What follows belongs to an exercise in optimizing a design on an open flow for a short achievable clock period and few clock cycles; a production flow would make more cautious choices.
Function was checked by simulation only, so behaviour that the tests miss may differ from the original.

== old ==
// mips
module mips(
	input clk,
	input rst,
	output [31:0] imem_addr,
	input  [31:0] imem_rdata,
	output [31:0] dmem_addr,
	output [31:0] dmem_wdata,
	output dmem_we,
	output dmem_byte,
	input  [31:0] dmem_rdata
);
localparam [2:0] ALU_AND = 3'd0, ALU_OR = 3'd1, ALU_LT = 3'd4,
                 ALU_ADD = 3'd5, ALU_SUB = 3'd6, ALU_MOVE = 3'd7;
reg        rst_q;
reg [31:0] pc_r;
reg        wrE, ldE, byE, weE, beqE, bneE, c16E;
reg [4:0]  wdE;
reg [2:0]  opE;
reg [31:0] aE, bE, rtE, btE;
reg [15:0] alo16E, ahi1E;
wire vE = ~rst_q;
wire eqE    = (aE == bE);
wire takenE = vE & ((beqE & eqE) | (bneE & ~eqE));
reg [31:0] alu_res;
always @(*) begin
	case (opE)
		ALU_OR:   alu_res = aE | bE;
		ALU_LT:   alu_res = {31'b0, (bE == 32'b0) | (aE < bE)};
		ALU_ADD:  alu_res = aE + bE;
		ALU_SUB:  alu_res = aE - bE;
		ALU_MOVE: alu_res = aE;
		default:  alu_res = aE & bE;
	endcase
end
wire [31:0] resE = ldE ? (byE ? {24'b0, dmem_rdata[7:0]} : dmem_rdata) : alu_res;
wire        wbE  = vE & wrE;
assign dmem_addr  = {c16E ? ahi1E : aE[31:16], alo16E};
assign dmem_wdata = rtE;
assign dmem_byte  = byE;
assign dmem_we    = weE & ~rst;
wire [1023:0] rf;
genvar gi;
generate
	for (gi = 0; gi < 32; gi = gi + 1) begin : g_rf
		reg [31:0] r;
		always @(posedge clk)
			if (wbE && wdE == gi)
				r <= resE;
		assign rf[gi*32 +: 32] = r;
	end
endgenerate
wire [31:0] fa  = rst_q ? 32'b0 : takenE ? btE : pc_r;
wire [31:0] fa4 = fa + 32'd4;
assign imem_addr = fa;
wire [31:0] ins = imem_rdata;
wire [5:0]  op  = ins[31:26];
wire [5:0]  fn  = ins[5:0];
wire [4:0]  rs  = ins[25:21];
wire [4:0]  rt  = ins[20:16];
wire [4:0]  rd  = ins[15:11];
wire [31:0] zimm = {16'b0, ins[15:0]};
wire is_r     = (op == 6'b000000);
wire is_move  = (op == 6'b100000);
wire is_andi  = (op == 6'b000100);
wire is_ori   = (op == 6'b000101);
wire is_slti  = (op == 6'b000111);
wire is_addi  = (op == 6'b000010);
wire is_subi  = (op == 6'b000011);
wire is_lw    = (op == 6'b001000);
  ...
For scale: about 62000 µm² of cells after synthesis.
==> module mips, before the edit <==
module mips(
	input clk,
	input rst,
	output [31:0] imem_addr,
	input  [31:0] imem_rdata,
	output [31:0] dmem_addr,
	output [31:0] dmem_wdata,
	output dmem_we,
	output dmem_byte,
	input  [31:0] dmem_rdata
);
localparam [2:0] ALU_AND = 3'd0, ALU_OR = 3'd1, ALU_LT = 3'd4,
                 ALU_ADD = 3'd5, ALU_SUB = 3'd6, ALU_MOVE = 3'd7;
reg        rst_q;
reg [31:0] pc_r;
reg        wrE, ldE, byE, weE, beqE, bneE, c16E;
reg [4:0]  wdE;
reg [2:0]  opE;
reg [31:0] aE, bE, rtE, btE;
reg [15:0] alo16E, ahi1E;
wire vE = ~rst_q;
wire eqE    = (aE == bE);
wire takenE = vE & ((beqE & eqE) | (bneE & ~eqE));
reg [31:0] alu_res;
always @(*) begin
	case (opE)
		ALU_OR:   alu_res = aE | bE;
		ALU_LT:   alu_res = {31'b0, (bE == 32'b0) | (aE < bE)};
		ALU_ADD:  alu_res = aE + bE;
		ALU_SUB:  alu_res = aE - bE;
		ALU_MOVE: alu_res = aE;
		default:  alu_res = aE & bE;
	endcase
end
wire [31:0] resE = ldE ? (byE ? {24'b0, dmem_rdata[7:0]} : dmem_rdata) : alu_res;
wire        wbE  = vE & wrE;
assign dmem_addr  = {c16E ? ahi1E : aE[31:16], alo16E};
assign dmem_wdata = rtE;
assign dmem_byte  = byE;
assign dmem_we    = weE & ~rst;
wire [1023:0] rf;
genvar gi;
generate
	for (gi = 0; gi < 32; gi = gi + 1) begin : g_rf
		reg [31:0] r;
		always @(posedge clk)
			if (wbE && wdE == gi)
				r <= resE;
		assign rf[gi*32 +: 32] = r;
	end
endgenerate
wire [31:0] fa  = rst_q ? 32'b0 : takenE ? btE : pc_r;
wire [31:0] fa4 = fa + 32'd4;
assign imem_addr = fa;
wire [31:0] ins = imem_rdata;
wire [5:0]  op  = ins[31:26];
wire [5:0]  fn  = ins[5:0];
wire [4:0]  rs  = ins[25:21];
wire [4:0]  rt  = ins[20:16];
wire [4:0]  rd  = ins[15:11];
wire [31:0] zimm = {16'b0, ins[15:0]};
wire is_r     = (op == 6'b000000);
wire is_move  = (op == 6'b100000);
wire is_andi  = (op == 6'b000100);
wire is_ori   = (op == 6'b000101);
wire is_slti  = (op == 6'b000111);
wire is_addi  = (op == 6'b000010);
wire is_subi  = (op == 6'b000011);
wire is_lw    = (op == 6'b001000);
wire is_lb    = (op == 6'b001001);
wire is_sw    = (op == 6'b010000);
wire is_sb    = (op == 6'b010001);
wire is_beq   = (op == 6'b100011);
wire is_bne   = (op == 6'b100111);
wire is_jump  = (op == 6'b111000) | (op == 6'b111001);
reg [2:0] fn_op;
always @(*) begin
	case (fn)
		6'b000100: fn_op = ALU_AND;
		6'b000101: fn_op = ALU_OR;
		6'b000111: fn_op = ALU_LT;
		6'b000010: fn_op = ALU_ADD;
		6'b000011: fn_op = ALU_SUB;
		6'b000000: fn_op = ALU_MOVE;
		default:   fn_op = ALU_AND;
	endcase
end
wire mem_op  = is_lw | is_lb | is_sw | is_sb;
wire use_imm = is_andi | is_ori | is_slti | is_addi | is_subi | mem_op;
wire [2:0] alu_op = (is_r | is_move)            ? fn_op   :
                    is_ori                      ? ALU_OR  :
                    is_slti                     ? ALU_LT  :
                    (is_addi | mem_op)          ? ALU_ADD :
                    (is_subi | is_beq | is_bne) ? ALU_SUB :
                                                  ALU_AND;
wire fwd_rs = wbE & (wdE == rs);
wire fwd_rt = wbE & (wdE == rt);
wire [31:0] rs_val = fwd_rs ? resE : rf[rs*32 +: 32];
wire [31:0] rt_val = fwd_rt ? resE : rf[rt*32 +: 32];
wire [16:0] alo = {1'b0, rs_val[15:0]} + {1'b0, ins[15:0]};
always @(posedge clk) begin
	rst_q <= rst;
	pc_r  <= is_jump ? {6'b0, ins[25:0]} : fa4;
	btE   <= fa4 + {14'b0, ins[15:0], 2'b00};
	beqE  <= is_beq;
	bneE  <= is_bne;
	wrE   <= ~(is_sw | is_sb);
	ldE   <= is_lw | is_lb;
	byE   <= is_lb | is_sb;
	weE   <= ~rst & (is_sw | is_sb);
	wdE   <= is_r ? rd : rt;
	opE   <= alu_op;
	aE    <= rs_val;
	bE    <= use_imm ? zimm : rt_val;
	rtE   <= rt_val;
	alo16E <= alo[15:0];
	c16E   <= alo[16];
	ahi1E  <= rs_val[31:16] + 16'd1;
end
endmodule
clock: 18.0 ns
lec_check: 0
abc_clock_period_in_ps: 3000
cap_margin: 20
core_margin: 2
core_utilization: 40
slew_margin: 20
standard.sh (not shown) runs the stock make flow with config.mk's settings and CLKGATE_MAP_FILE= SYNTH_SCRIPT=/design/flow/synth_recipe.tcl, a recipe that flattens the netlist after the stock synthesis.
==> flow/flow/run.sh <==
#!/bin/bash
# Own flow: the standard layout (standard.sh, unchanged synthesis), with
#  - the timing repair asked to leave SETUP_SLACK_MARGIN ns of setup slack on
#    the 18 ns clock, so that it shortens the critical paths instead of
#    stopping as soon as the 18 ns clock is met;
#  - the rst input and dmem_we output pins placed side by side.
# Each tool's output goes to a log file in this folder (ORFS's own logs stay
# under orfs/logs).
set -euo pipefail
here=$(pwd)
margin=${SETUP_MARGIN_NS:-10.5}
bash standard.sh \
  SETUP_SLACK_MARGIN=$margin \
  IO_CONSTRAINTS=$here/flow/io.tcl \
  finish > $here/orfs_make.log 2>&1
==> flow/flow/io.tcl <==
# Keep the reset input next to the store-enable output: dmem_we = weE & ~rst
# is the only path from an input straight to an output.
set_io_pin_constraint -group -order -pin_names {rst dmem_we}
Testbench counts of old, summed over its fixed seeds: cycles 39,411.
## Diff of input files: new against old
--- a/flow/design.v
+++ b/flow/design.v
@@ -1065,16 +1065,13 @@
 localparam [2:0] ALU_AND = 3'd0, ALU_OR = 3'd1, ALU_LT = 3'd4,
                  ALU_ADD = 3'd5, ALU_SUB = 3'd6, ALU_MOVE = 3'd7;
 reg        rst_q;
 reg [31:0] pc_r;
-reg        wrE, ldE, byE, weE, beqE, bneE, c16E;
+reg        wrE, ldE, byE, weE;
 reg [4:0]  wdE;
 reg [2:0]  opE;
-reg [31:0] aE, bE, rtE, btE;
-reg [15:0] alo16E, ahi1E;
+reg [31:0] aE, bE, rtE, addrE;
 wire vE = ~rst_q;
-wire eqE    = (aE == bE);
-wire takenE = vE & ((beqE & eqE) | (bneE & ~eqE));
 reg [31:0] alu_res;
 always @(*) begin
 	case (opE)
 		ALU_OR:   alu_res = aE | bE;
@@ -1086,9 +1083,9 @@
 	endcase
 end
 wire [31:0] resE = ldE ? (byE ? {24'b0, dmem_rdata[7:0]} : dmem_rdata) : alu_res;
 wire        wbE  = vE & wrE;
-assign dmem_addr  = {c16E ? ahi1E : aE[31:16], alo16E};
+assign dmem_addr  = addrE;
 assign dmem_wdata = rtE;
 assign dmem_byte  = byE;
 assign dmem_we    = weE & ~rst;
 wire [1023:0] rf;
@@ -1101,9 +1098,9 @@
 				r <= resE;
 		assign rf[gi*32 +: 32] = r;
 	end
 endgenerate
-wire [31:0] fa  = rst_q ? 32'b0 : takenE ? btE : pc_r;
+wire [31:0] fa  = rst_q ? 32'b0 : pc_r;
 wire [31:0] fa4 = fa + 32'd4;
 assign imem_addr = fa;
 wire [31:0] ins = imem_rdata;
 wire [5:0]  op  = ins[31:26];
@@ -1149,15 +1146,14 @@
 wire fwd_rs = wbE & (wdE == rs);
 wire fwd_rt = wbE & (wdE == rt);
 wire [31:0] rs_val = fwd_rs ? resE : rf[rs*32 +: 32];
 wire [31:0] rt_val = fwd_rt ? resE : rf[rt*32 +: 32];
-wire [16:0] alo = {1'b0, rs_val[15:0]} + {1'b0, ins[15:0]};
+wire        eq    = (rs_val == rt_val);
+wire        taken = (is_beq & eq) | (is_bne & ~eq);
+wire [31:0] btgt  = fa4 + {14'b0, ins[15:0], 2'b00};
 always @(posedge clk) begin
 	rst_q <= rst;
-	pc_r  <= is_jump ? {6'b0, ins[25:0]} : fa4;
-	btE   <= fa4 + {14'b0, ins[15:0], 2'b00};
-	beqE  <= is_beq;
-	bneE  <= is_bne;
+	pc_r  <= is_jump ? {6'b0, ins[25:0]} : taken ? btgt : fa4;
 	wrE   <= ~(is_sw | is_sb);
 	ldE   <= is_lw | is_lb;
 	byE   <= is_lb | is_sb;
 	weE   <= ~rst & (is_sw | is_sb);
@@ -1165,9 +1161,7 @@
 	opE   <= alu_op;
 	aE    <= rs_val;
 	bE    <= use_imm ? zimm : rt_val;
 	rtE   <= rt_val;
-	alo16E <= alo[15:0];
-	c16E   <= alo[16];
-	ahi1E  <= rs_val[31:16] + 16'd1;
+	addrE <= rs_val + zimm;
 end
 endmodule
### Flow results
On via count of the routed design, new does worse than old. As of new, number of inserted filler cells in the final layout had risen slightly compared to old. Taking new as 1.0, old lands at 1.06 on fmax. In new, worst hold slack is higher than in old. old → new: post-cts gate resize count went up about 15%; peak supply drop went down 4.5 µV; x dimension of the die went up 1.0%; pre-CTS setup slack went down 1560 ps; compound-gate portion of the synthesized area went up 2.7 points. old has a lower minimum clock period than new. new has sequential share of cell area below what old had. Lower count of state elements after synthesis among old and new: new.
Testbench counts of new, summed over its fixed seeds: cycles 39,411.

## afterwards: timing with drivers on the ports
The results above use ideal ports. As a check the final layouts listed here were re-extracted and re-timed, cells and wires unchanged. Step 1, drivers: a clkbuf_16 drives clk and a buf_2 each remaining input, both assumed. Step 2 moves the port delays by t, midway between the first and last clock arrival at a register: inputs arrive t later, outputs are due t later. That takes back most of the time a late clock gives input paths. Slacks: no drivers / after step 1 / after step 2; pairs: no drivers / after step 1.
run	t, ns	setup slack, ns	worst hold slack (ns)	worst register clock-pin slew, ns	worst slew at a driven data input, ns
old	0.839	10.491 / 10.414 / 9.701	0.479 / 0.479 / 0.479	0.06 / 0.06	0.41
new	0.867	10.061 / 9.744 / 8.877	0.629 / 0.629 / 0.629	0.07 / 0.07	0.49
After both steps setup and hold are still met in every run listed. For new, which loses most, drivers alone change the setup slack by -0.317 ns; drivers and shift together by -1.184 ns.
